From an optimization exercise on the open Yosys and OpenROAD flow, aimed at small area and a short achievable clock period; shortcuts taken in it are not production practice.
RTL that was checked went through simulation tests only; none was proved equivalent to the original.
Power figures rest on the tool's default switching activity, not on a simulated workload.

quartz:
==> flow/design.v (excerpt) <==
module alu_instrmem_top(input clk,
        input reset,
        output [7:0] imem_addr,
        input [15:0] imem_data,
        output [9:0] dmem_addr,
        output [15:0] dmem_wdata,
        output dmem_we,
        input [15:0] dmem_rdata,
        output logic ovf_ctrl,
        output logic take_branch
    );
    wire [15:0] i = imem_data;
    wire [2:0] ra = i[9:7];
    wire [2:0] rb = i[4:2];
    wire f0 = i[15:13] == 3'b000;
    wire f2 = i[15:13] == 3'b010;
    wire f4 = i[15:13] == 3'b100;
    wire f6 = i[15:13] == 3'b110;
    wire f7 = i[15:13] == 3'b111;
    wire is_lw   = f2;
    wire is_sw   = f6 & (i[1:0] == 2'b00);
    wire is_beqz = f6 & (i[1:0] == 2'b01);
    wire is_bnez = f7;
    wire is_add  = f4 & (i[11:10] == 2'b01) & (i[1:0] == 2'b10);
    wire is_srai = f4 & (i[11:10] == 2'b01) & (i[1:0] == 2'b01);
    wire is_lgc  = f4 & (i[11:10] == 2'b11) & (i[6:5] != 2'b00);
    wire is_andi = f4 & (i[11:10] == 2'b10);
    wire is_addi = f0 & (i[1:0] == 2'b01);
    wire is_slli = f0 & (i[1:0] == 2'b10);
    wire we = is_lw | is_add | is_srai | is_lgc | is_andi | is_addi | is_slli;
    wire [2:0] wa = i[14] ? rb : ra;
    logic [15:0] R [0:7];
    logic [7:0] valid;
    logic [15:0] wd;
    always_ff @(posedge clk or posedge reset)
        if (reset) valid <= 8'd0;
        else if (we) valid[wa] <= 1'b1;
    always_ff @(posedge clk)
        if (we) R[wa] <= wd;
    wire [5:0] imm6 = {i[12], i[6:2]};
    logic [15:0] A, b;
    always_comb begin
        b = i[15] ? 16'd0 : {{10{i[12]}}, imm6};
        for (int k = 0; k < 8; k++)
            if (rb == k && valid[k] && i[15]) b = b | R[k];
        A = 16'd0;
  ...
export LEC_CHECK = 0
export CAP_MARGIN = 20
export CORE_MARGIN = 2
export CORE_UTILIZATION = 50
export SETUP_SLACK_MARGIN = 4
export SLEW_MARGIN = 20
export SYNTH_HIERARCHICAL = 1
export SYNTH_MINIMUM_KEEP_SIZE = 0
export TNS_END_PERCENT = 0
create_clock -name core_clock -period 10.0 [get_ports {clk}]
standard.sh (not shown) runs the stock make flow with config.mk's settings and CLKGATE_MAP_FILE= SYNTH_SCRIPT=/design/flow/synth_recipe.tcl, a recipe that flattens the netlist after the stock synthesis.
==> flow/flow/run.sh <==
#!/bin/bash
# Own layout flow: the standard synthesis, then the standard ORFS layout
# with port buffers that start at the smallest buffer (timing repair upsizes
# the ones that matter), a clock tree built from mid-size clock buffers
# without dummy loads, and setup repair by cell sizing and pin swaps only
# (no inserted buffers or cloned gates). Each step's full output goes to a
# log file here.
set -euo pipefail
bash standard.sh synth > synth.log 2>&1
bash standard.sh \
  "BUFFER_PORTS_ARGS=-buffer_cell sky130_fd_sc_hd__buf_1" \
  "CTS_ARGS=-sink_clustering_enable -repair_clock_nets -dont_use_dummy_load -buf_list {sky130_fd_sc_hd__clkbuf_4 sky130_fd_sc_hd__clkbuf_8}" \
  "SETUP_MOVE_SEQUENCE=unbuffer,sizeup,swap" \
  finish > layout.log 2>&1
quartz: flow completed, timing, DRC and antenna clean
Input changes introduced in umber (baseline for comparison: quartz):
# quartz
export LEC_CHECK = 0
export CAP_MARGIN = 20
export CORE_MARGIN = 2
export CORE_UTILIZATION = 50
export SETUP_SLACK_MARGIN = 4
export SLEW_MARGIN = 20
export SYNTH_HIERARCHICAL = 1
export SYNTH_MINIMUM_KEEP_SIZE = 0
export TNS_END_PERCENT = 0
create_clock -name core_clock -period 10.0 [get_ports {clk}]
# umber
export LEC_CHECK = 0
export CAP_MARGIN = 0
export CORE_MARGIN = 2
export CORE_UTILIZATION = 40
export SETUP_SLACK_MARGIN = 4
export SLEW_MARGIN = 0
export SYNTH_HIERARCHICAL = 1
export SYNTH_MINIMUM_KEEP_SIZE = 0
export TNS_END_PERCENT = 0
create_clock -name core_clock -period 10.0 [get_ports {clk}]
Findings:
Per the comparison of umber with quartz, cell area went up; internal cell power did not really move; average size of a mapped cell did not really move; clock share of power did not really move.
The final worst-path setup slack in umber sits 160 ps above the value recorded for quartz.
umber vs quartz — via count dropped slightly
In the flow results for umber and quartz, the path length in cells of the critical path is larger on quartz.
Relative to umber, the following input files were edited for garnet:
# umber
export LEC_CHECK = 0
export CAP_MARGIN = 0
export CORE_MARGIN = 2
export CORE_UTILIZATION = 40
export SETUP_SLACK_MARGIN = 4
export SLEW_MARGIN = 0
export SYNTH_HIERARCHICAL = 1
export SYNTH_MINIMUM_KEEP_SIZE = 0
export TNS_END_PERCENT = 0
create_clock -name core_clock -period 10.0 [get_ports {clk}]
# garnet
export LEC_CHECK = 0
export CAP_MARGIN = 20
export CORE_MARGIN = 2
export CORE_UTILIZATION = 40
export SETUP_SLACK_MARGIN = 4
export SLEW_MARGIN = 20
export SYNTH_HIERARCHICAL = 1
export SYNTH_MINIMUM_KEEP_SIZE = 0
export TNS_END_PERCENT = 0
create_clock -name core_clock -period 10.0 [get_ports {clk}]
Notes after the runs:
Final standard cell count with taps included and fillers excluded across garnet and umber: no real change. As far as power density relative to cell area is concerned, umber and garnet perform about the same. Sort garnet and umber by power asc -> top: umber. Antenna violation net count after detailed routing across garnet and umber: no real change. First-pass GRT wire length: garnet worse than umber. Sequential share of layout area (garnet over umber): decrease, 0.19 points. [compare] base=umber new=garnet: cell-internal power was more or less identical; clock power rose about 1%; leakage dissipation picked up an extra 0.021 nW. garnet has more setup slack than umber. Sort garnet and umber by worst hold slack desc -> top: umber.
Setup changes, garnet to maple
==> flow/flow/run.sh <==
#!/bin/bash
# Own layout flow: the standard synthesis, then the standard ORFS layout
# with port buffers that start at the smallest buffer (timing repair upsizes
# the ones that matter), a clock tree built from mid-size clock buffers
# without dummy loads, and setup repair by cell sizing, pin swaps and gate cloning
# (no inserted buffers). Each step's full output goes to a
# log file here.
set -euo pipefail
bash standard.sh synth > synth.log 2>&1
bash standard.sh \
  "BUFFER_PORTS_ARGS=-buffer_cell sky130_fd_sc_hd__buf_1" \
  "CTS_ARGS=-sink_clustering_enable -repair_clock_nets -dont_use_dummy_load -buf_list {sky130_fd_sc_hd__clkbuf_4 sky130_fd_sc_hd__clkbuf_8}" \
  "SETUP_MOVE_SEQUENCE=unbuffer,sizeup,swap,clone" \
  finish > layout.log 2>&1
## What came out
As of maple, global-route wire length before repair had risen by a few percent compared to garnet. Summary of maple over garnet: number of filler cells placed in the layout fell by 15, sequential fraction of design power held steady, sequential share of layout area went down, instance count on the critical path moved up.
> inputs changed (maple -> nickel)
# maple
export LEC_CHECK = 0
export CAP_MARGIN = 20
export CORE_MARGIN = 2
export CORE_UTILIZATION = 40
export SETUP_SLACK_MARGIN = 4
export SLEW_MARGIN = 20
export SYNTH_HIERARCHICAL = 1
export SYNTH_MINIMUM_KEEP_SIZE = 0
export TNS_END_PERCENT = 0
create_clock -name core_clock -period 10.0 [get_ports {clk}]
# nickel
export LEC_CHECK = 0
export CAP_MARGIN = 20
export CORE_MARGIN = 2
export CORE_UTILIZATION = 40
export PLACE_DENSITY = 0.75
export SETUP_SLACK_MARGIN = 4
export SLEW_MARGIN = 20
export SYNTH_HIERARCHICAL = 1
export SYNTH_MINIMUM_KEEP_SIZE = 0
export TNS_END_PERCENT = 0
create_clock -name core_clock -period 10.0 [get_ports {clk}]
==> flow/flow/run.sh <==
#!/bin/bash
# Own layout flow: the standard synthesis, then the standard ORFS layout
# with port buffers that start at the smallest buffer (timing repair upsizes
# the ones that matter), a clock tree built from mid-size clock buffers
# without dummy loads, and setup repair by cell sizing and pin swaps only
# (no inserted buffers or cloned gates). Each step's full output goes to a
# log file here.
set -euo pipefail
bash standard.sh synth > synth.log 2>&1
bash standard.sh \
  "BUFFER_PORTS_ARGS=-buffer_cell sky130_fd_sc_hd__buf_1" \
  "CTS_ARGS=-sink_clustering_enable -repair_clock_nets -dont_use_dummy_load -buf_list {sky130_fd_sc_hd__clkbuf_4 sky130_fd_sc_hd__clkbuf_8}" \
  "SETUP_MOVE_SEQUENCE=unbuffer,sizeup,swap" \
  finish > layout.log 2>&1
--- outcome ---
Relative to maple, nickel degrades final critical delay including setup and external delays. Going from maple to nickel, area added between synthesis and finish lost 4.1 points; number of non-clock inverters lost 3; relative area of non-clock buffer cells in the final design lost 1.7 points. nickel: overall global routing resource usage lower than maple. [nickel vs maple] data arrival time of the critical path: higher in nickel. Diff maple -> nickel | critical-path maximum fanout | increase of 6.

## v13
The RTL this note starts from:
==> flow/design.v <==
`timescale 1ns / 1ps
module pfx_add #(parameter W = 16, parameter L = 4) (    
    input  logic [W-1:0] a,
    input  logic [W-1:0] b,
    input  logic         cin,
    output logic [W-1:0] p,       
    output logic [W:0]   c        
);
    logic [W-1:0] g [0:L];
    logic [W-1:0] q [0:L];
    assign p = a ^ b;
    always_comb begin
        g[0] = a;
        q[0] = p;
        g[0][0] = p[0] ? cin : a[0];
        q[0][0] = 1'b0;
        for (int l = 0; l < L; l++) begin
            for (int k = 0; k < W; k++) begin
                if (((k >> l) & 1) == 1) begin
                    g[l+1][k] = q[l][k] ? g[l][((k >> l) << l) - 1] : g[l][k];
                    q[l+1][k] = q[l][k] & q[l][((k >> l) << l) - 1];
                end else begin
                    g[l+1][k] = g[l][k];
                    q[l+1][k] = q[l][k];
                end
            end
        end
        c[0] = cin;
        for (int k = 0; k < W; k++) c[k+1] = g[L][k];
    end
endmodule
`timescale 1ns / 1ps
module alu_instrmem_top(input clk,
        input reset,
        output [7:0] imem_addr,
        input [15:0] imem_data,
        output [9:0] dmem_addr,
        output [15:0] dmem_wdata,
        output dmem_we,
        input [15:0] dmem_rdata,
        output logic ovf_ctrl,
        output logic take_branch
    );
    wire [15:0] i = imem_data;
    wire [2:0] ra = i[9:7];
    wire [2:0] rb = i[4:2];
    wire f0 = i[15:13] == 3'b000;
    wire f2 = i[15:13] == 3'b010;
    wire f4 = i[15:13] == 3'b100;
    wire f6 = i[15:13] == 3'b110;
    wire f7 = i[15:13] == 3'b111;
    wire is_lw   = f2;
    wire is_sw   = f6 & (i[1:0] == 2'b00);
    wire is_beqz = f6 & (i[1:0] == 2'b01);
    wire is_bnez = f7;
    wire is_add  = f4 & (i[11:10] == 2'b01) & (i[1:0] == 2'b10);
    wire is_srai = f4 & (i[11:10] == 2'b01) & (i[1:0] == 2'b01);
    wire is_lgc  = f4 & (i[11:10] == 2'b11) & (i[6:5] != 2'b00);
    wire is_andi = f4 & (i[11:10] == 2'b10);
    wire is_addi = f0 & (i[1:0] == 2'b01);
    wire is_slli = f0 & (i[1:0] == 2'b10);
    wire we = is_lw | is_add | is_srai | is_lgc | is_andi | is_addi | is_slli;
    wire [2:0] wa = i[14] ? rb : ra;
    logic [15:0] R [0:7];
    logic [7:0] valid;
    logic [15:0] wd;
    always_ff @(posedge clk or posedge reset)
        if (reset) valid <= 8'd0;
        else if (we) valid[wa] <= 1'b1;
    always_ff @(posedge clk)
        if (we) R[wa] <= wd;
    wire [5:0] imm6 = {i[12], i[6:2]};
    logic [15:0] A, b;
    always_comb begin
        A = 16'd0;
        b = i[15] ? 16'd0 : {{10{i[12]}}, imm6};
        for (int k = 0; k < 8; k++) begin
            if (ra == k && valid[k]) A = A | R[k];
            if (rb == k && valid[k] && i[15]) b = b | R[k];
        end
    end
    wire [4:0] imm5 = {i[5], i[12], i[11:10], i[6]};
    logic [4:0] ap;
    logic [5:0] ac;
    pfx_add #(5, 3) addr_add (.a(A[6:2]), .b(imm5), .cin(1'b0), .p(ap), .c(ac));
    wire [4:0] alo = ap ^ ac[4:0];
    wire [2:0] ahi = A[9:7] + {2'b00, ac[5]};
    assign dmem_addr = {ahi, alo, A[1:0]};
    wire ovf_mem = ~A[15] & (&A[14:7]) & ac[5];
    logic [15:0] P;
    logic [16:0] C;
    pfx_add #(16, 4) main_add (.a(A), .b(b), .cin(1'b0), .p(P), .c(C));
    wire [15:0] sum = P ^ C[15:0];
    wire ovf_alu = ~P[15] & (C[15] ^ A[15]);
    assign ovf_ctrl = ((is_lw | is_sw) & ovf_mem) | ((is_add | is_addi) & ovf_alu);
    wire t_g = i[10] & i[6];             
    wire t_p = i[10] & ~(i[6] & i[5]);   
    wire [15:0] lg = ({16{t_g}} & A & ~P) | ({16{t_p}} & P)
                   | {10'd0, {6{~i[10]}} & A[5:0] & imm6};
    wire [5:0] sh = imm6;
    logic [15:0] Ar, x, y, yr;
    always_comb for (int k = 0; k < 16; k++) Ar[k] = A[15-k];
    assign x = i[15] ? A : Ar;                  
    wire fill = i[15] & A[15];
    wire [31:0] xs = {{16{fill}}, x} >> sh[3:0];
    assign y = (sh[5:4] != 2'b00) ? {16{fill}} : xs[15:0];
    always_comb for (int k = 0; k < 16; k++) yr[k] = y[15-k];
    wire s_rd  = i[14];                                       
    wire s_sum = ~i[14] & (i[15] ? (~i[11] & i[1]) : ~i[1]);  
    wire s_yr  = ~i[14] & ~i[15] & i[1];                      
    wire s_y   = ~i[14] & i[15] & ~i[11] & ~i[1];             
    wire s_lg  = ~i[14] & i[15] & i[11];                      
    assign wd = ({16{s_rd}} & dmem_rdata) | ({16{s_sum}} & sum) | ({16{s_yr}} & yr)
              | ({16{s_y}} & y) | ({16{s_lg}} & lg);
    assign dmem_we = is_sw;
    assign dmem_wdata = b;                      
    wire az = A == 16'd0;
    assign take_branch = (is_beqz & az) | (is_bnez & ~az);
    wire [7:0] off = {i[12], i[6:5], i[2], i[11:10], i[4:3]};
    wire [7:0] inc = take_branch ? off : 8'd1;
    logic [7:0] pc;
    always_ff @(posedge clk or posedge reset)
        if (reset) pc <= 8'd0;
        else pc <= pc + inc;
    assign imem_addr = pc;
endmodule
==> flow/config.mk <==
export PLATFORM = sky130hd
export DESIGN_NAME = alu_instrmem_top
export DESIGN_NICKNAME = alu_instrmem_top
export VERILOG_FILES = /design/flow/design.v
export SDC_FILE = /design/flow/constraint.sdc
export NUM_CORES = 4
export LEC_CHECK = 0
export CAP_MARGIN = 20
export CORE_MARGIN = 2
export CORE_UTILIZATION = 40
export SETUP_SLACK_MARGIN = 5
export SLEW_MARGIN = 20
export TNS_END_PERCENT = 0
==> flow/constraint.sdc <==
create_clock -name core_clock -period 10.0 [get_ports {clk}]
set_input_delay 2.0000 -clock core_clock [delete_from_list [all_inputs] [get_ports {clk}]]
set_output_delay 2.0000 -clock core_clock [all_outputs]
set_load 0.01 [all_outputs]
==> flow/flow/run.sh <==
#!/bin/bash
# Own layout flow: the standard synthesis, then the standard ORFS layout
# with port buffers that start at the smallest buffer (timing repair upsizes
# the ones that matter), a clock tree built from mid-size clock buffers
# without dummy loads. Each step's full output goes to a log file here.
set -euo pipefail
bash standard.sh synth > synth.log 2>&1
bash standard.sh \
  "BUFFER_PORTS_ARGS=-buffer_cell sky130_fd_sc_hd__buf_1" \
  "CTS_ARGS=-sink_clustering_enable -repair_clock_nets -dont_use_dummy_load -buf_list {sky130_fd_sc_hd__clkbuf_4 sky130_fd_sc_hd__clkbuf_8}" \
  finish > layout.log 2>&1
No stage failed in v13, and the final checks on the layout all came back clean.
Changes in v3 relative to v13:
Settings: swapping 5 for 4 in SETUP_SLACK_MARGIN.
diff --git a/flow/flow/run.sh b/flow/flow/run.sh
--- a/flow/flow/run.sh
+++ b/flow/flow/run.sh
@@ -5 +5,3 @@
-# without dummy loads. Each step's full output goes to a log file here.
+# without dummy loads, and setup repair by cell sizing and pin swaps only
+# (no inserted buffers or cloned gates). Each step's full output goes to a
+# log file here.
@@ -10,0 +13 @@
+  "SETUP_MOVE_SEQUENCE=unbuffer,sizeup,swap" \
- | clock group share of total power | v3 vs v13 | 0.5 points higher |
- Looking at v13 and v3, the clock network area share is a wash.
- v3 and v13 ended up with roughly the same flip-flop and latch power.
- Final design utilization, v13 and v3: higher on v13
- Final period demand of the worst path, v13 and v3: lower on v13
- Between v13 and v3, met1 usage in global routing is higher for v13, v3 comes in under that.
- v3 reports a lower global-route usage than v13 does.
- Where wire length is concerned, v13 is outperformed by v3.
- As far as sequential cell count goes, v13 and v3 are indistinguishable; the numbers are identical.
Function was not checked in any run of this note: the RTL went through the layout flow alone.

[separate check: timing with driven ports]
The results above use ideal ports. As a check the final layouts listed here were re-extracted and re-timed, cells and wires unchanged.
Step 1 (the two cells are an assumption about what drives the block):
set clk [get_ports {clk}]
set_driving_cell -lib_cell sky130_fd_sc_hd__clkbuf_16 $clk
set_driving_cell -lib_cell sky130_fd_sc_hd__buf_2 [delete_from_list [all_inputs] $clk]
Step 2 also shifts input and output timing later by t, the mid clock arrival at the registers, as if the neighbouring blocks saw the same clock.
Three values: no drivers, after step 1, after step 2; two values: the first two.
| run | t (ns) | setup WS [ns] | worst hold slack (ns) | worst setup path after step 2 | latest minus earliest clock arrival (ns) |
|---|---|---|---|---|---|
| quartz | 0.488 | 2.494 / 2.460 / 2.460 | 0.513 / 0.513 / 0.513 | input to output | 0.041 / 0.041 |
| umber | 0.488 | 2.649 / 2.585 / 2.585 | 0.515 / 0.515 / 0.515 | input to output | 0.039 / 0.039 |
| garnet | 0.480 | 2.674 / 2.608 / 2.608 | 0.512 / 0.512 / 0.512 | input to output | 0.045 / 0.045 |
| maple | 0.481 | 2.734 / 2.650 / 2.650 | 0.513 / 0.513 / 0.513 | input to output | 0.045 / 0.045 |
| nickel | 0.483 | 2.565 / 2.507 / 2.507 | 0.524 / 0.524 / 0.524 | input to output | 0.032 / 0.032 |
| v13 | 0.488 | 2.381 / 2.350 / 2.350 | 0.501 / 0.501 / 0.501 | input to output | 0.042 / 0.042 |
| v3 | 0.486 | 2.137 / 2.117 / 2.117 | 0.501 / 0.501 / 0.501 | input to output | 0.040 / 0.040 |
After both steps every run listed still meets setup and hold. For maple, which loses most, drivers alone change the setup slack by -0.084 ns; drivers and shift together by -0.084 ns.
